This design comes from an exercise in tuning for small area, a short achievable clock period and few clock cycles on the open sky130 flow, not from production work.
Where RTL was checked, it was by simulation tests only, not by an equivalence proof against the original.

==> inputs of 07-09 <==
## DivDebug
module DivDebug(
  input         clock,
                reset,
                io_v,
  input  [31:0] io_a,
                io_b,
  input  [1:0]  io_op,
  output [31:0] io_res,
  output        io_res_valid
);
  localparam [2:0] S_IDLE = 3'd0, S_BIAS = 3'd1, S_ALIGN = 3'd2, S_DIV = 3'd3,
                   S_FIX = 3'd4, S_DONE = 3'd5;
  reg [2:0]  state;
  reg [32:0] R;       
  reg [32:0] Dx;      
  reg [31:0] Q;       
  reg [5:0]  cnt;
  reg        sa;      
  reg        cin;     
  reg        rq;      
  reg        fix;     
  reg        nq;      
  reg        valid;
  wire signd = ~io_op[0];
  wire in_sa = signd & io_a[31];
  wire in_sb = signd & io_b[31];
  wire in_bz = ~|io_b;
  wire in_fix = io_op[1] ? in_sa : (in_sa ^ in_sb);
  wire [32:0] T;
  PrefixAdd33 add_u (.a(R), .b(Dx), .ci(cin), .s(T));
  wire        acc = T[32] ~^ sa;
  wire        grow = acc & (Dx[32] ~^ Dx[31]);
  wire        last = (cnt == 6'd0);
  wire        step = (state == S_DIV) | ((state == S_ALIGN) & ~grow);
  wire [31:0] Qn = {Q[30:0], (acc & step) ^ nq};
  always @(posedge clock) begin
    if (reset) begin
      state <= S_IDLE;
      valid <= 1'b0;
    end else begin
      valid <= 1'b0;
      case (state)
        S_IDLE: if (io_v) begin
          state <= in_bz ? S_DONE : (in_sa ? S_BIAS : S_ALIGN);
          valid <= in_bz;
        end
        S_BIAS: state <= S_ALIGN;
        S_ALIGN, S_DIV: if (step & last) begin
          state <= fix ? S_FIX : S_DONE;
          valid <= ~fix;
        end else if (step) state <= S_DIV;
        S_FIX: begin state <= S_DONE; valid <= 1'b1; end
        default: state <= S_IDLE;
      endcase
    end
  end
  always @(posedge clock) begin
    Q <= Qn;
    case (state)
      S_IDLE: begin
        R   <= {in_sa & ~in_bz, io_a | {32{in_bz & ~io_op[1]}}};
        Dx  <= in_sa ? {33{1'b1}} : ({in_sb, io_b} ^ {33{~in_sb}});
        Q   <= {32{in_fix & ~io_op[1]}};
        cnt <= 6'd0;
        sa  <= in_sa;
        cin <= ~in_sa & ~in_sb;
        rq  <= io_op[1];
        fix <= in_fix;
        nq  <= in_fix & ~io_op[1];
      end
      S_BIAS: begin
        R   <= T;
        Dx  <= {in_sb, io_b} ^ {33{in_sb}};
        cin <= in_sb;
      end
      S_ALIGN, S_DIV: begin
        if (!step) begin
          Dx  <= {Dx[31:0], cin};
  ...
==> module DivDebug, before the edit <==
module DivDebug(
  input         clock,
                reset,
                io_v,
  input  [31:0] io_a,
                io_b,
  input  [1:0]  io_op,
  output [31:0] io_res,
  output        io_res_valid
);
  localparam [2:0] S_IDLE = 3'd0, S_BIAS = 3'd1, S_ALIGN = 3'd2, S_DIV = 3'd3,
                   S_FIX = 3'd4, S_DONE = 3'd5;
  reg [2:0]  state;
  reg [32:0] R;       
  reg [32:0] Dx;      
  reg [31:0] Q;       
  reg [5:0]  cnt;
  reg        sa;      
  reg        cin;     
  reg        rq;      
  reg        fix;     
  reg        nq;      
  reg        valid;
  wire signd = ~io_op[0];
  wire in_sa = signd & io_a[31];
  wire in_sb = signd & io_b[31];
  wire in_bz = ~|io_b;
  wire in_fix = io_op[1] ? in_sa : (in_sa ^ in_sb);
  wire [32:0] T;
  PrefixAdd33 add_u (.a(R), .b(Dx), .ci(cin), .s(T));
  wire        acc = T[32] ~^ sa;
  wire        grow = acc & (Dx[32] ~^ Dx[31]);
  wire        last = (cnt == 6'd0);
  wire        step = (state == S_DIV) | ((state == S_ALIGN) & ~grow);
  wire [31:0] Qn = {Q[30:0], (acc & step) ^ nq};
  always @(posedge clock) begin
    if (reset) begin
      state <= S_IDLE;
      valid <= 1'b0;
    end else begin
      valid <= 1'b0;
      case (state)
        S_IDLE: if (io_v) begin
          state <= in_bz ? S_DONE : (in_sa ? S_BIAS : S_ALIGN);
          valid <= in_bz;
        end
        S_BIAS: state <= S_ALIGN;
        S_ALIGN, S_DIV: if (step & last) begin
          state <= fix ? S_FIX : S_DONE;
          valid <= ~fix;
        end else if (step) state <= S_DIV;
        S_FIX: begin state <= S_DONE; valid <= 1'b1; end
        default: state <= S_IDLE;
      endcase
    end
  end
  always @(posedge clock) begin
    Q <= Qn;
    case (state)
      S_IDLE: begin
        R   <= {in_sa & ~in_bz, io_a | {32{in_bz & ~io_op[1]}}};
        Dx  <= in_sa ? {33{1'b1}} : ({in_sb, io_b} ^ {33{~in_sb}});
        Q   <= {32{in_fix & ~io_op[1]}};
        cnt <= 6'd0;
        sa  <= in_sa;
        cin <= ~in_sa & ~in_sb;
        rq  <= io_op[1];
        fix <= in_fix;
        nq  <= in_fix & ~io_op[1];
      end
      S_BIAS: begin
        R   <= T;
        Dx  <= {in_sb, io_b} ^ {33{in_sb}};
        cin <= in_sb;
      end
      S_ALIGN, S_DIV: begin
        if (!step) begin
          Dx  <= {Dx[31:0], cin};
          cnt <= cnt + 6'd1;
        end else begin
          cnt <= cnt - 6'd1;
          if (last) begin
            if (rq) begin if (acc) R <= T; end
            else R <= {1'b0, Qn};
            Dx  <= 33'd0;
            cin <= 1'b1;
          end else begin
            if (acc) R <= T;
            Dx <= {Dx[32], Dx[32:1]};
          end
        end
      end
      S_FIX: R <= T;
      default: ;
    endcase
  end
  assign io_res = R[31:0];
  assign io_res_valid = valid;
endmodule
==> module PrefixAdd33, before the edit <==
module PrefixAdd33(
  input  [32:0] a,
                b,
  input         ci,
  output [32:0] s
);
  localparam N = 34;    
  wire [N-1:0] p0 = {a ^ b, 1'b0};
  wire [N-1:0] g0 = {a & b, ci};
  wire [N-1:0] g [0:6];
  wire [N-1:0] p [0:6];
  assign g[0] = g0;
  assign p[0] = p0;
  genvar l, i;
  generate
    for (l = 0; l < 6; l = l + 1) begin : lvl
      for (i = 0; i < N; i = i + 1) begin : bit_
        if ((i >> l) & 1) begin : op
          localparam integer J = ((i >> l) << l) - 1;
          assign g[l+1][i] = g[l][i] | (p[l][i] & g[l][J]);
          assign p[l+1][i] = p[l][i] & p[l][J];
        end else begin : pass
          assign g[l+1][i] = g[l][i];
          assign p[l+1][i] = p[l][i];
        end
      end
    end
  endgenerate
  assign s = p0[N-1:1] ^ g[6][N-2:0];
endmodule
clock: 6.0 ns
lec_check: 0
cap_margin: 20
core_margin: 2
core_utilization: 40
cts_buf_list: sky130_fd_sc_hd__clkbuf_4 sky130_fd_sc_hd__clkbuf_8
cts_cluster_size: 30
setup_slack_margin: 3.0
slew_margin: 20
run.sh (not shown) runs the stock make flow with config.mk's settings and CLKGATE_MAP_FILE= SYNTH_SCRIPT=/design/flow/synth_recipe.tcl, a recipe that flattens the netlist after the stock synthesis.
==> 02-02: changes against 07-09 <==
--- a/flow/design.v
+++ b/flow/design.v
@@ -26,12 +26,23 @@
   wire in_sb = signd & io_b[31];
   wire in_bz = ~|io_b;
   wire in_fix = io_op[1] ? in_sa : (in_sa ^ in_sb);
-  wire [32:0] T;
-  PrefixAdd33 add_u (.a(R), .b(Dx), .ci(cin), .s(T));
+  wire [33:0] T1 = {R, 1'b1} + {Dx, cin};
+  wire [32:0] T = T1[33:1];
   wire        acc = T[32] ~^ sa;
   wire        grow = acc & (Dx[32] ~^ Dx[31]);
-  wire        last = (cnt == 6'd0);
-  wire        step = (state == S_DIV) | ((state == S_ALIGN) & ~grow);
+  wire [7:0]  nzR, nzD;
+  wire [7:0]  zDup;     
+  genvar n;
+  generate
+    for (n = 0; n < 8; n = n + 1) begin : nib
+      assign nzR[n] = R[4*n+3:4*n] != {4{R[32]}};
+      assign nzD[n] = Dx[4*n+3:4*n] != {4{Dx[32]}};
+      assign zDup[n] = ~|nzD[7:n];
+    end
+  endgenerate
+  wire        big = |(nzR[7:1] & zDup[6:0]);
+  wire        last = (state == S_DIV) ? (cnt == 6'd1) : (cnt == 6'd0);
+  wire        step = (state == S_DIV) | ((state == S_ALIGN) & ~grow & ~big);
   wire [31:0] Qn = {Q[30:0], (acc & step) ^ nq};
   always @(posedge clock) begin
     if (reset) begin
@@ -75,10 +86,15 @@
       end
       S_ALIGN, S_DIV: begin
         if (!step) begin
-          Dx  <= {Dx[31:0], cin};
-          cnt <= cnt + 6'd1;
+          if (big) begin
+            Dx  <= {Dx[28:0], {4{cin}}};
+            cnt <= cnt + 6'd4;
+          end else begin
+            Dx  <= {Dx[31:0], cin};
+            cnt <= cnt + 6'd1;
+          end
         end else begin
-          cnt <= cnt - 6'd1;
+          if (state == S_DIV) cnt <= cnt - 6'd1;
           if (last) begin
             if (rq) begin if (acc) R <= T; end
             else R <= {1'b0, Qn};
@@ -97,33 +113,3 @@
   assign io_res = R[31:0];
   assign io_res_valid = valid;
 endmodule
-module PrefixAdd33(
-  input  [32:0] a,
-                b,
-  input         ci,
-  output [32:0] s
-);
-  localparam N = 34;    
-  wire [N-1:0] p0 = {a ^ b, 1'b0};
-  wire [N-1:0] g0 = {a & b, ci};
-  wire [N-1:0] g [0:6];
-  wire [N-1:0] p [0:6];
-  assign g[0] = g0;
-  assign p[0] = p0;
-  genvar l, i;
-  generate
-    for (l = 0; l < 6; l = l + 1) begin : lvl
-      for (i = 0; i < N; i = i + 1) begin : bit_
-        if ((i >> l) & 1) begin : op
-          localparam integer J = ((i >> l) << l) - 1;
-          assign g[l+1][i] = g[l][i] | (p[l][i] & g[l][J]);
-          assign p[l+1][i] = p[l][i] & p[l][J];
-        end else begin : pass
-          assign g[l+1][i] = g[l][i];
-          assign p[l+1][i] = p[l][i];
-        end
-      end
-    end
-  endgenerate
-  assign s = p0[N-1:1] ^ g[6][N-2:0];
-endmodule
==> flow/flow/run.sh (new file) <==
#!/bin/bash
# The standard layout (the standard.sh, unchanged synthesis and steps), with
# plain sky130_fd_sc_hd__buf_1 cells as the port buffers instead of the default.
set -euo pipefail
export BUFFER_PORTS_ARGS="-buffer_cell sky130_fd_sc_hd__buf_1"
bash standard.sh > standard_sh.log 2>&1
==> flow/standard.sh (new file) <==
#!/bin/bash
# synth_recipe.tcl (not shown) runs the flow's synth.tcl, then flattens the netlist and writes it again
# the make line also repeats each setting of config.mk as NAME=value (left out here)
make -C /OpenROAD-flow-scripts/flow DESIGN_CONFIG=/design/flow/config.mk WORK_HOME=/design/flow/orfs CLKGATE_MAP_FILE= SYNTH_SCRIPT=/design/flow/synth_recipe.tcl "${@:-finish}"
- ABC_AREA: unset -> 1
- CTS_BUF_LIST: sky130_fd_sc_hd__clkbuf_4 sky130_fd_sc_hd__clkbuf_8 -> unset
- CTS_CLUSTER_SIZE: 30 -> unset
- SETUP_SLACK_MARGIN: 3.0 -> 3.8
removed: flow/run.sh
==> 10-18: changes against 07-09 <==
==> flow/design.v (replaced) <==
module DivDebug(
  input         clock,
                reset,
                io_v,
  input  [31:0] io_a,
                io_b,
  input  [1:0]  io_op,
  output [31:0] io_res,
  output        io_res_valid
);
  localparam [2:0] S_IDLE = 3'd0, S_BIAS = 3'd1, S_ALIGN = 3'd2, S_DIV = 3'd3,
                   S_FIX = 3'd4, S_DONE = 3'd5;
  reg [2:0]  state;
  reg [32:0] R;       
  reg [32:0] Dx;      
  reg [31:0] Q;       
  reg [4:0]  cnt;
  reg        cin;     
  reg        valid;
  wire signd = ~io_op[0];
  wire in_sa = signd & io_a[31];
  wire in_sb = signd & io_b[31];
  wire in_bz = ~|io_b;
  wire in_fix = io_op[1] ? in_sa : (in_sa ^ in_sb);
  wire sa  = in_sa;                
  wire rq  = io_op[1];             
  wire fix = in_fix;               
  wire nq  = in_fix & ~io_op[1];   
  wire [32:0] Dld = {in_sb, io_b} ^ {33{in_sb ^ (state == S_IDLE)}};
  wire [33:0] T1 = {R, 1'b1} + {Dx, cin};
  wire [32:0] T = T1[33:1];
  wire        acc = T[32] ~^ sa;
  wire        grow = acc & (Dx[32] ~^ Dx[31]) & (~(Dx[32] ^ cin) | (Dx[30] ^ cin));
  wire [7:0]  nzR, nzD;
  wire [7:0]  zDup;     
  genvar n;
  generate
    for (n = 0; n < 8; n = n + 1) begin : nib
      assign nzR[n] = R[32]  ? ~&R[4*n+3:4*n]  : |R[4*n+3:4*n];
      assign nzD[n] = Dx[32] ? ~&Dx[4*n+3:4*n] : |Dx[4*n+3:4*n];
      assign zDup[n] = ~|nzD[7:n];
    end
  endgenerate
  wire        big = |(nzR[7:1] & zDup[6:0]);
  wire        last = (state == S_DIV) ? (cnt == 5'd1) : (cnt == 5'd0);
  wire        step = (state == S_DIV) | ((state == S_ALIGN) & ~grow & ~big);
  wire [31:0] Qn = {Q[30:0], (acc & step) ^ nq};
  always @(posedge clock) begin
    if (reset) begin
      state <= S_IDLE;
      valid <= 1'b0;
    end else begin
      valid <= 1'b0;
      case (state)
        S_IDLE: if (io_v) begin
          state <= in_bz ? S_DONE : (in_sa ? S_BIAS : S_ALIGN);
          valid <= in_bz;
        end
        S_BIAS: state <= S_ALIGN;
        S_ALIGN, S_DIV: if (step & last) begin
          state <= fix ? S_FIX : S_DONE;
          valid <= ~fix;
        end else if (step) state <= S_DIV;
        S_FIX: begin state <= S_DONE; valid <= 1'b1; end
        default: state <= S_IDLE;
      endcase
    end
  end
  always @(posedge clock) begin
    Q <= Qn;
    case (state)
      S_IDLE: begin
        R   <= {in_sa & ~in_bz, io_a | {32{in_bz & ~io_op[1]}}};
        Dx  <= Dld | {33{in_sa}};
        Q   <= {32{in_fix & ~io_op[1]}};
        cnt <= 5'd0;
        cin <= ~in_sa & ~in_sb;
      end
      S_BIAS: begin
        R   <= T;
        Dx  <= Dld;
        cin <= in_sb;
      end
      S_ALIGN, S_DIV: begin
        if (!step) begin
          if (big) begin
            Dx  <= {Dx[28:0], {4{cin}}};
            cnt <= cnt + 5'd4;
          end else begin
            Dx  <= {Dx[31:0], cin};
            cnt <= cnt + 5'd1;
          end
        end else begin
          if (state == S_DIV) cnt <= cnt - 5'd1;
          if (last) begin
            if (rq) begin if (acc) R <= T; end
            else R <= {1'b0, Qn};
            Dx  <= 33'd0;
            cin <= 1'b1;
          end else begin
            if (acc) R <= T;
            Dx <= {Dx[32], Dx[32:1]};
          end
        end
      end
      S_FIX: begin
        R  <= T;
        Dx <= Dld;
      end
      default: Dx <= Dld;
    endcase
  end
  assign io_res = R[31:0];
  assign io_res_valid = valid;
endmodule
==> flow/flow/run.sh (new file) <==
#!/bin/bash
# The standard layout (the standard.sh, unchanged synthesis and steps), with
# plain sky130_fd_sc_hd__buf_1 cells as the port buffers instead of the default.
set -euo pipefail
export BUFFER_PORTS_ARGS="-buffer_cell sky130_fd_sc_hd__buf_1"
bash standard.sh > standard_sh.log 2>&1
==> flow/standard.sh (new file) <==
#!/bin/bash
# synth_recipe.tcl (not shown) runs the flow's synth.tcl, then flattens the netlist and writes it again
# the make line also repeats each setting of config.mk as NAME=value (left out here)
make -C /OpenROAD-flow-scripts/flow DESIGN_CONFIG=/design/flow/config.mk WORK_HOME=/design/flow/orfs CLKGATE_MAP_FILE= SYNTH_SCRIPT=/design/flow/synth_recipe.tcl "${@:-finish}"
- ABC_AREA: unset -> 1
- CTS_BUF_LIST: sky130_fd_sc_hd__clkbuf_4 sky130_fd_sc_hd__clkbuf_8 -> unset
- CTS_CLUSTER_SIZE: 30 -> unset
- SETUP_SLACK_MARGIN: 3.0 -> 3.6
- TNS_END_PERCENT: unset -> 5
removed: flow/run.sh
==> comparison <==
Clock skew: 02-02 is lower than 07-09 (0.0015 ns). Between 07-09 and 10-18, the lower non-clock buffer count is in 10-18 (gap 49). The lowest die area belongs to 07-09, the highest to 02-02. The lowest worst hold slack belongs to 10-18, the highest to 07-09. Of 10-18 and 02-02, 02-02 has the higher area after synthesis (gap 8.4%, measured against 02-02). Against 07-09, the register-to-register slack of 10-18 is higher by 1.7 ns. The highest setup slack belongs to 02-02, the lowest to 07-09. Final cell count: 02-02 > 10-18 > 07-09. Against 02-02, the fmax of 07-09 is lower by 39%. Against 07-09, the flip-flop and latch count of 10-18 is lower by 5.
==> figures <==
| item | 02-02 | 07-09 | 10-18 |
|---|---|---|---|
| Count of synthesis-stage warnings from yosys | 1 | 2 | 1 |
| # rows | 55 | 50 | 52 |
| Worst-path fanout max | 17 | 5 | 11 |
| Number of sinks handled by clock tree synthesis | 112 | 112 | 107 |
| Met1 track demand over resource in global routing | 0.351 | 0.344 | 0.375 |
| Launching instance or port of the critical path | Dx[17] | Dx[4] | R[21] |
| Layout clock buffers | 10 | 9 | 11 |
| Multi-input gate area | 0.00634 sq mm | 0.00476 sq mm | 0.00558 sq mm |
| Detailed-router iteration count before antenna repair | 5 | 6 | 6 |
| Antenna diode count | 0 | 0 | 1 |
| Worst path max stage delay | 0.52 ns | 0.46 ns | 0.51 ns |
| Final Core Density | 0.551 | 0.581 | 0.513 |
| Vert. Die Dim | 155 um | 142 um | 149 um |
| Die outline width | 155 um | 142 um | 149 um |
| Post-synthesis average cell area | 7.43 sq um | 9.62 sq um | 7.09 sq um |
| DRC marker count from the first detailed-route iteration | 681 | 613 | 670 |
| Outcome | timing/DRC/antenna clean | timing/DRC/antenna clean | timing/DRC/antenna clean |
| Post-CTS Setup Inserts | 113 | 90 | 51 |
| Overall via count from detail_route | 9599 | 7463 | 8899 |
Testbench counts of 02-02, summed over its fixed seeds: cycles 35,474.
Testbench counts of 10-18, summed over its fixed seeds: cycles 35,308.
The RTL of 07-09 was laid out without a check of its function.

==> re-timing with driven ports <==
Ports are ideal in the flow. The routed layouts listed here were re-timed in OpenROAD. Step 1 sets driving cells, clkbuf_16 on the clock port and buf_2 on the other inputs (assumed; they add their load-dependent delay and slew). Step 2, shift: input delay + t, output delay - t, t = (earliest + latest rising clock arrival at the registers) / 2. This alone moves slack from input paths to output paths. a / b / c = ideal / step 1 / step 2; a / b = the first two.
| run | t, ns | setup WS [ns] | hold WS [ns] |
|---|---|---|---|
| 07-09 | 0.438 | 1.418 / 1.418 / 1.418 | 0.470 / 0.470 / 0.470 |
| 02-02 | 0.410 | 3.227 / 3.227 / 2.955 | 0.450 / 0.450 / 0.450 |
| 10-18 | 0.403 | 3.142 / 3.142 / 2.808 | 0.440 / 0.440 / 0.440 |
After both steps every run listed still meets setup and hold. For 10-18, which loses most, drivers alone change the setup slack by 0.000 ns; drivers and shift together by -0.334 ns.
